What follows belongs to an exercise in optimizing a design on an open flow for small area; a production flow would make more cautious choices. In this exercise RTL edits were held to simulation tests only and were not proved equivalent to the original. Power is estimated from default activity; no workload was simulated.

==> v4 <==
==> flow/design.v (excerpt) <==
module uart (
  input        clk,
  input        rst,               
  input        en_16_x_baud,      
  input  [7:0] tx_data_in,
  input        tx_write_buffer,
  input        tx_reset_buffer,
  output       tx_serial_out,
  output       tx_buffer_full,
  output       tx_buffer_half_full,
  input        rx_serial_in,
  output [7:0] rx_data_out,
  input        rx_read_buffer,
  input        rx_reset_buffer,
  output       rx_buffer_data_present,
  output       rx_buffer_full,
  output       rx_buffer_half_full
);
  uart_tx transmit (
    .data_in(tx_data_in),
    .write_buffer(tx_write_buffer),
    .reset_buffer(tx_reset_buffer),
    .en_16_x_baud(en_16_x_baud),
    .serial_out(tx_serial_out),
    .buffer_full(tx_buffer_full),
    .buffer_half_full(tx_buffer_half_full),
    .clk(clk),
    .gsr(rst));
  uart_rx receive (
    .serial_in(rx_serial_in),
    .data_out(rx_data_out),
    .read_buffer(rx_read_buffer),
    .reset_buffer(rx_reset_buffer),
    .en_16_x_baud(en_16_x_baud),
    .buffer_data_present(rx_buffer_data_present),
    .buffer_full(rx_buffer_full),
    .buffer_half_full(rx_buffer_half_full),
    .clk(clk),
    .gsr(rst));
endmodule
==> module bbfifo_16x8, before the edit <==
module bbfifo_16x8 (
  input        clk,
  input        gsr,
  input  [7:0] data_in,
  input  [2:0] bit_select,
  output       data_bit,
  input        reset,
  input        write,
  input        read,
  output       full,
  output       half_full,
  output       data_present
);
  reg [127:0] sr;
  reg [3:0]   pointer;
  reg         dp;
  wire pz = (pointer == 4'd0);
  wire valid_write = write & (~full | read);
  always @(posedge clk)
    if (valid_write) sr <= {sr[119:0], data_in};
  always @(posedge clk)
    if (gsr | reset) begin
      pointer <= 4'd0;
      dp      <= 1'b0;
    end else if (dp) begin
      if (pz & ~write) begin
        pointer <= 4'd0;
        if (read) dp <= 1'b0;
      end else
        pointer <= pointer + {3'b000, valid_write} - {3'b000, read};
    end else
      dp <= write;
  wire [15:0] byte_sel = 16'd1 << pointer;
  wire [7:0]  bit_sel  = 8'd1 << bit_select;
  wire [15:0] bits;
  genvar k;
  generate
    for (k = 0; k < 16; k = k + 1) begin : rd
      assign bits[k] = |(sr[8*k +: 8] & bit_sel);
    end
  endgenerate
  assign data_bit     = |(bits & byte_sel);
  assign full         = &pointer;
  assign half_full    = pointer[3];
  assign data_present = dp;
endmodule
==> module rxfifo_16x8, before the edit <==
module rxfifo_16x8 (
  input        clk,
  input        gsr,
  input  [7:0] data_in,
  output [7:0] data_out,
  input        reset,
  input        write,
  input        read,
  output       full,
  output       half_full,
  output       data_present
);
  reg [7:0]   st [0:15];
  reg [3:0]   pointer;
  reg         dp;
  wire pz = (pointer == 4'd0);
  wire valid_write = write & (~full | read);
  always @(posedge clk)
    if (read | ~dp) st[0] <= dp ? st[1] : data_in;
  integer i;
  always @(posedge clk)
    for (i = 1; i < 16; i = i + 1)
      if (read | ~dp | (pointer < i))
        st[i] <= (i == 15) ? data_in : st[(i + 1) % 16];
  always @(posedge clk)
    if (gsr | reset) begin
      pointer <= 4'd0;
      dp      <= 1'b0;
    end else if (dp) begin
      if (pz & ~write) begin
        pointer <= 4'd0;
        if (read) dp <= 1'b0;
      end else
        pointer <= pointer + {3'b000, valid_write} - {3'b000, read};
    end else
      dp <= write;
  assign data_out     = st[0];
  assign full         = &pointer;
  assign half_full    = pointer[3];
  assign data_present = dp;
endmodule
==> module kcuart_tx, before the edit <==
module kcuart_tx (
  input        clk,
  input        gsr,
  output [2:0] bit_select,
  input        data_bit,
  input        send_character,
  input        en_16_x_baud,
  output reg   serial_out,
  output reg   Tx_complete
);
  reg [3:0] state;
  reg [3:0] phase;
  assign bit_select = state[2:0];
  wire idle     = (state == 4'd9);
  wire bit_end  = en_16_x_baud & (&phase);
  always @(posedge clk)
    if (gsr) begin
      state <= 4'd9;
      phase <= 4'd0;
    end else begin
      if (en_16_x_baud & ~idle) phase <= phase + 4'd1;
      if (idle) begin
        if (en_16_x_baud & send_character) state <= 4'd15;
      end else if (bit_end) begin
        if (state == 4'd8) state <= send_character ? 4'd15 : 4'd9;
        else               state <= state + 4'd1;
      end
    end
  always @(posedge clk) begin
    serial_out  <= ~gsr & (state != 4'd15) & (state[3] | data_bit);
    Tx_complete <= ~gsr & bit_end & (state == 4'd7);
  end
endmodule
==> module kcuart_rx, before the edit <==
module kcuart_rx (
  input            clk,
  input            gsr,
  input            serial_in,
  output reg [7:0] data_out,
  output reg       data_strobe,
  input            en_16_x_baud
);
  reg       sync_serial, stop_bit;
  reg [7:0] count;
  wire unarmed = (count == 8'd255);
  wire idle    = (count == 8'd0);
  wire sample  = (count[3:0] == 4'd8) & (count[7:4] >= 4'd1) & (count[7:4] <= 4'd8);
  wire done    = (count == 8'd151);
  always @(posedge clk) begin
    sync_serial <= serial_in;
    stop_bit    <= sync_serial;
    data_strobe <= ~gsr & en_16_x_baud & done;
  end
  always @(posedge clk)
    if (gsr)
      count <= 8'd255;
    else if (en_16_x_baud) begin
      if (done)
        count <= 8'd0;
      else if ((unarmed & stop_bit) | (idle & ~stop_bit) | ~(unarmed | idle))
        count <= count + 8'd1;
    end
  always @(posedge clk)
    if (en_16_x_baud & sample) data_out <= {stop_bit, data_out[7:1]};
endmodule
==> module uart_tx, before the edit <==
module uart_tx (
  input  [7:0] data_in,
  input        write_buffer,
  input        reset_buffer,
  input        en_16_x_baud,
  output       serial_out,
  output       buffer_full,
  output       buffer_half_full,
  input        clk,
  input        gsr
);
  wire [2:0] bit_select;
  wire       fifo_data_bit;
  wire       fifo_data_present;
  wire       fifo_read;
  kcuart_tx kcuart (
    .clk(clk), .gsr(gsr), .bit_select(bit_select), .data_bit(fifo_data_bit), .send_character(fifo_data_present),
    .en_16_x_baud(en_16_x_baud), .serial_out(serial_out), .Tx_complete(fifo_read));
  bbfifo_16x8 buf_0 (
    .clk(clk), .gsr(gsr), .data_in(data_in), .bit_select(bit_select), .data_bit(fifo_data_bit), .reset(reset_buffer),
    .write(write_buffer), .read(fifo_read), .full(buffer_full), .half_full(buffer_half_full),
    .data_present(fifo_data_present));
endmodule
==> module uart_rx, before the edit <==
module uart_rx (
  input        serial_in,
  output [7:0] data_out,
  input        read_buffer,
  input        reset_buffer,
  input        en_16_x_baud,
  output       buffer_data_present,
  output       buffer_full,
  output       buffer_half_full,
  input        clk,
  input        gsr
);
  wire [7:0] uart_data_out;
  wire       fifo_write;
  kcuart_rx kcuart (
    .clk(clk), .gsr(gsr), .serial_in(serial_in), .data_out(uart_data_out),
    .data_strobe(fifo_write), .en_16_x_baud(en_16_x_baud));
  rxfifo_16x8 buf_0 (
    .clk(clk), .gsr(gsr), .data_in(uart_data_out), .data_out(data_out), .reset(reset_buffer),
    .write(fifo_write), .read(read_buffer), .full(buffer_full), .half_full(buffer_half_full),
    .data_present(buffer_data_present));
endmodule
==> flow/config.mk <==
export PLATFORM = sky130hd
export DESIGN_NAME = uart
export DESIGN_NICKNAME = uart
export VERILOG_FILES = /design/flow/design.v
export SDC_FILE = /design/flow/constraint.sdc
export NUM_CORES = 8
export LEC_CHECK = 0
export CAP_MARGIN = 20
export CORE_MARGIN = 2
export CORE_UTILIZATION = 40
export SLEW_MARGIN = 20
==> flow/constraint.sdc <==
create_clock -name core_clock -period 5.0 [get_ports {clk}]
set_input_delay 1.0000 -clock core_clock [delete_from_list [all_inputs] [get_ports {clk}]]
set_output_delay 1.0000 -clock core_clock [all_outputs]
set_load 0.01 [all_outputs]
standard.sh (not shown) runs the stock make flow with config.mk's settings and CLKGATE_MAP_FILE= SYNTH_SCRIPT=/design/flow/synth_recipe.tcl, a recipe that flattens the netlist after the stock synthesis.
==> flow/flow/run.sh <==
#!/bin/bash
# Own layout flow: the standard ORFS flow (same make targets, same config.mk and
# flow settings, same synthesis script and register mapping), with three changes:
#  1. ABC maps the combinational logic with the area-oriented script flow/area.abc
#     instead of ORFS's delay-oriented one (ORFS's synth.tcl is used otherwise unchanged);
#  2. clock tree synthesis gets explicit clustering settings and no dummy loads;
#  3. the port buffers that buffer_ports inserts are sky130_fd_sc_hd__buf_1.
# Each tool's output goes to orfs/logs (ORFS's own logs) and to make.log here.
set -euo pipefail
W=$(pwd)
export FLOW_OWN_ABC="$W/flow/area.abc"
export CTS_ARGS="-sink_clustering_enable -repair_clock_nets -sink_clustering_size 30 -sink_clustering_max_diameter 60 -buf_list sky130_fd_sc_hd__clkbuf_16 -dont_use_dummy_load"
export BUFFER_PORTS_ARGS="-buffer_cell sky130_fd_sc_hd__buf_1"

# standard.sh's make command line, with our synthesis script in place of synth_recipe.tcl
cmd=$(grep '^make ' standard.sh)
cmd=${cmd//"SYNTH_SCRIPT=$W/synth_recipe.tcl"/"SYNTH_SCRIPT=$W/flow/synth.tcl"}
cmd=${cmd//'"${@:-finish}"'/finish}
echo "$cmd" > make_cmd.txt
eval "$cmd" > make.log 2>&1

results=$W/orfs/results/$FLOW_PLATFORM/uart/base
: # left out here: write the final layout as DEF
==> flow/flow/area.abc <==
&get -n
&st
&dch -f
&nf -R 1000
&put
==> flow/flow/synth.tcl <==
# synth_recipe.tcl (the standard flow's synthesis), except that ORFS's synth.tcl is run with its ABC
# call using the script in $FLOW_OWN_ABC; everything else is ORFS's synth.tcl as it is.
proc synth {args} { yosys synth -nofsm -noshare {*}$args }
set fh [open $::env(SCRIPTS_DIR)/synth.tcl]
set orfs_synth [read $fh]
close $fh
set from {log_cmd abc {*}$abc_args}
set to {log_cmd abc -script $::env(FLOW_OWN_ABC) {*}[lrange $abc_args 2 end]}
if {[string first $from $orfs_synth] < 0} { error "ORFS synth.tcl has no ABC call to replace" }
set orfs_synth [string map [list $from $to] $orfs_synth]
eval $orfs_synth
# left out here: clear keep_hierarchy, flatten, clean up, hide names made inside functions, write 1_2_yosys.v
==> v16: changes against v4 <==
--- a/flow/design.v
+++ b/flow/design.v
@@ -4,4 +4,3 @@
   input  [7:0] data_in,
-  input  [2:0] bit_select,
-  output       data_bit,
+  output [7:0] data_out,
   input        reset,
@@ -32,53 +31,3 @@
       dp <= write;
-  wire [15:0] byte_sel = 16'd1 << pointer;
-  wire [7:0]  bit_sel  = 8'd1 << bit_select;
-  wire [15:0] bits;
-  genvar k;
-  generate
-    for (k = 0; k < 16; k = k + 1) begin : rd
-      assign bits[k] = |(sr[8*k +: 8] & bit_sel);
-    end
-  endgenerate
-  assign data_bit     = |(bits & byte_sel);
-  assign full         = &pointer;
-  assign half_full    = pointer[3];
-  assign data_present = dp;
-endmodule
-module rxfifo_16x8 (
-  input        clk,
-  input        gsr,
-  input  [7:0] data_in,
-  output [7:0] data_out,
-  input        reset,
-  input        write,
-  input        read,
-  output       full,
-  output       half_full,
-  output       data_present
-);
-  reg [7:0]   st [0:15];
-  reg [3:0]   pointer;
-  reg         dp;
-  wire pz = (pointer == 4'd0);
-  wire valid_write = write & (~full | read);
-  always @(posedge clk)
-    if (read | ~dp) st[0] <= dp ? st[1] : data_in;
-  integer i;
-  always @(posedge clk)
-    for (i = 1; i < 16; i = i + 1)
-      if (read | ~dp | (pointer < i))
-        st[i] <= (i == 15) ? data_in : st[(i + 1) % 16];
-  always @(posedge clk)
-    if (gsr | reset) begin
-      pointer <= 4'd0;
-      dp      <= 1'b0;
-    end else if (dp) begin
-      if (pz & ~write) begin
-        pointer <= 4'd0;
-        if (read) dp <= 1'b0;
-      end else
-        pointer <= pointer + {3'b000, valid_write} - {3'b000, read};
-    end else
-      dp <= write;
-  assign data_out     = st[0];
+  assign data_out     = sr[{pointer, 3'b000} +: 8];
   assign full         = &pointer;
@@ -90,4 +39,3 @@
   input        gsr,
-  output [2:0] bit_select,
-  input        data_bit,
+  input  [7:0] data_in,
   input        send_character,
@@ -99,3 +47,2 @@
   reg [3:0] phase;
-  assign bit_select = state[2:0];
   wire idle     = (state == 4'd9);
@@ -116,3 +63,3 @@
   always @(posedge clk) begin
-    serial_out  <= ~gsr & (state != 4'd15) & (state[3] | data_bit);
+    serial_out  <= ~gsr & (state != 4'd15) & (state[3] | data_in[state[2:0]]);
     Tx_complete <= ~gsr & bit_end & (state == 4'd7);
@@ -129,10 +76,10 @@
   reg       sync_serial, stop_bit;
-  reg [7:0] count;
-  wire unarmed = (count == 8'd255);
-  wire idle    = (count == 8'd0);
-  wire sample  = (count[3:0] == 4'd8) & (count[7:4] >= 4'd1) & (count[7:4] <= 4'd8);
-  wire done    = (count == 8'd151);
+  reg       armed;     
+  reg       active;
+  reg [7:0] count;     
+  wire sample = active & (count[3:0] == 4'd7) & (count[7:4] >= 4'd1) & (count[7:4] <= 4'd8);
+  wire done   = active & (count == 8'd150);
   always @(posedge clk) begin
-    sync_serial <= serial_in;
-    stop_bit    <= sync_serial;
+    sync_serial <= ~gsr & serial_in;
+    stop_bit    <= ~gsr & sync_serial;
     data_strobe <= ~gsr & en_16_x_baud & done;
@@ -140,9 +87,20 @@
   always @(posedge clk)
-    if (gsr)
-      count <= 8'd255;
-    else if (en_16_x_baud) begin
-      if (done)
-        count <= 8'd0;
-      else if ((unarmed & stop_bit) | (idle & ~stop_bit) | ~(unarmed | idle))
+    if (gsr) begin
+      armed  <= 1'b0;
+      active <= 1'b0;
+      count  <= 8'd0;
+    end else if (en_16_x_baud) begin
+      if (active) begin
         count <= count + 8'd1;
+        if (done) begin
+          active <= 1'b0;
+          armed  <= 1'b1;
+        end
+      end else begin
+        armed <= stop_bit;
+        if (armed & ~stop_bit) begin
+          active <= 1'b1;
+          count  <= 8'd0;
+        end
+      end
     end
@@ -162,4 +120,3 @@
 );
-  wire [2:0] bit_select;
-  wire       fifo_data_bit;
+  wire [7:0] fifo_data_out;
   wire       fifo_data_present;
@@ -167,6 +124,6 @@
   kcuart_tx kcuart (
-    .clk(clk), .gsr(gsr), .bit_select(bit_select), .data_bit(fifo_data_bit), .send_character(fifo_data_present),
+    .clk(clk), .gsr(gsr), .data_in(fifo_data_out), .send_character(fifo_data_present),
     .en_16_x_baud(en_16_x_baud), .serial_out(serial_out), .Tx_complete(fifo_read));
   bbfifo_16x8 buf_0 (
-    .clk(clk), .gsr(gsr), .data_in(data_in), .bit_select(bit_select), .data_bit(fifo_data_bit), .reset(reset_buffer),
+    .clk(clk), .gsr(gsr), .data_in(data_in), .data_out(fifo_data_out), .reset(reset_buffer),
     .write(write_buffer), .read(fifo_read), .full(buffer_full), .half_full(buffer_half_full),
@@ -191,3 +148,3 @@
     .data_strobe(fifo_write), .en_16_x_baud(en_16_x_baud));
-  rxfifo_16x8 buf_0 (
+  bbfifo_16x8 buf_0 (
     .clk(clk), .gsr(gsr), .data_in(uart_data_out), .data_out(data_out), .reset(reset_buffer),
==> flow/run.sh (new file) <==
#!/bin/bash
# synth_recipe.tcl (not shown) runs the flow's synth.tcl, then flattens the netlist and writes it again
# the make line also repeats each setting of config.mk as NAME=value (left out here)
make -C /OpenROAD-flow-scripts/flow DESIGN_CONFIG=/design/flow/config.mk WORK_HOME=/design/flow/orfs CLKGATE_MAP_FILE= SYNTH_SCRIPT=/design/flow/synth_recipe.tcl finish
Settings changed: CTS_BUF_LIST set to sky130_fd_sc_hd__clkbuf_4.
removed: flow/flow/run.sh
removed: flow/flow/area.abc
removed: flow/flow/synth.tcl
removed: flow/standard.sh
==> run summary <==
v4 passed the timing, DRC and antenna checks. v16 finished with timing, DRC and antenna clean. Of v4 and v16, v4 has the higher critical path depth (gap 7). Of v16 and v4, v16 has the higher final area (gap 16%, measured against v4). Sequential cell count: v4 is lower than v16 (2). In v16 the sequential share of layout area is lower than in v4, by 9.9 points. In v4 the via count is lower than in v16, by about 9%. Of v4 and v16, v4 has the higher worst setup slack (gap 1.2 ns). In v4 the first-iteration DRC count is higher than in v16, by 54%.
==> figures <==
Number of global-route vias before repair: v4 5336; v16 6442
Tot Pwr: v4 4.98 mW; v16 5.03 mW
Worst path bufs/invs: v4 1; v16 2
Via density per instance: v4 5.53; v16 5.26
Global Route met3 Usage: v4 0.0202; v16 0.0342
Clock distribution area overhead in the final layout: v4 0.0408; v16 0.0748
Fmax: v4 325 MHz; v16 234 MHz
Worst setup path end: v4 transmit.kcuart.serial_out$_DFF_P_; v16 rx_data_out[6]
Sequential Area: v4 8550 sq um; v16 8590 sq um
Number of instances in the synthesized netlist: v4 593; v16 604
Result of the run: v4 complete, no violations; v16 complete, no violations
Non-clk bufs: v4 37; v16 41
Count of non-CTS inverters in the layout: v4 18; v16 14
NetSw: v4 1.26 mW; v16 1.05 mW
Number of tapcells: v4 335; v16 384
Setup Skew: v4 0.0519 ns; v16 0.0523 ns

-- what the ideal ports hide --
Ports are ideal in the flow. The routed layouts listed here were re-timed in OpenROAD.
Step 1 (the two cells are an assumption about what drives the block):
set clk [get_ports {clk}]
set_driving_cell -lib_cell sky130_fd_sc_hd__clkbuf_16 $clk
set_driving_cell -lib_cell sky130_fd_sc_hd__buf_2 [delete_from_list [all_inputs] $clk]
Step 2, shift: input delay + t, output delay - t, t = (earliest + latest rising clock arrival at the registers) / 2. This alone moves slack from input paths to output paths.
Three values: ideal ports, drivers, drivers and shift; two values: the first two.
run	t, ns	slack for setup (ns)	hold WS [ns]	worst slew at a driven data input, ns
v4	0.529	1.921 / 1.921 / 1.775	0.324 / 0.324 / 0.324	0.04
v16	0.699	0.734 / 0.693 / 1.391	0.419 / 0.419 / 0.419	0.07
After both steps setup and hold are still met in every run listed. The setup slack of v4, which loses most, moves by 0.000 ns with the drivers and by -0.146 ns with both steps.
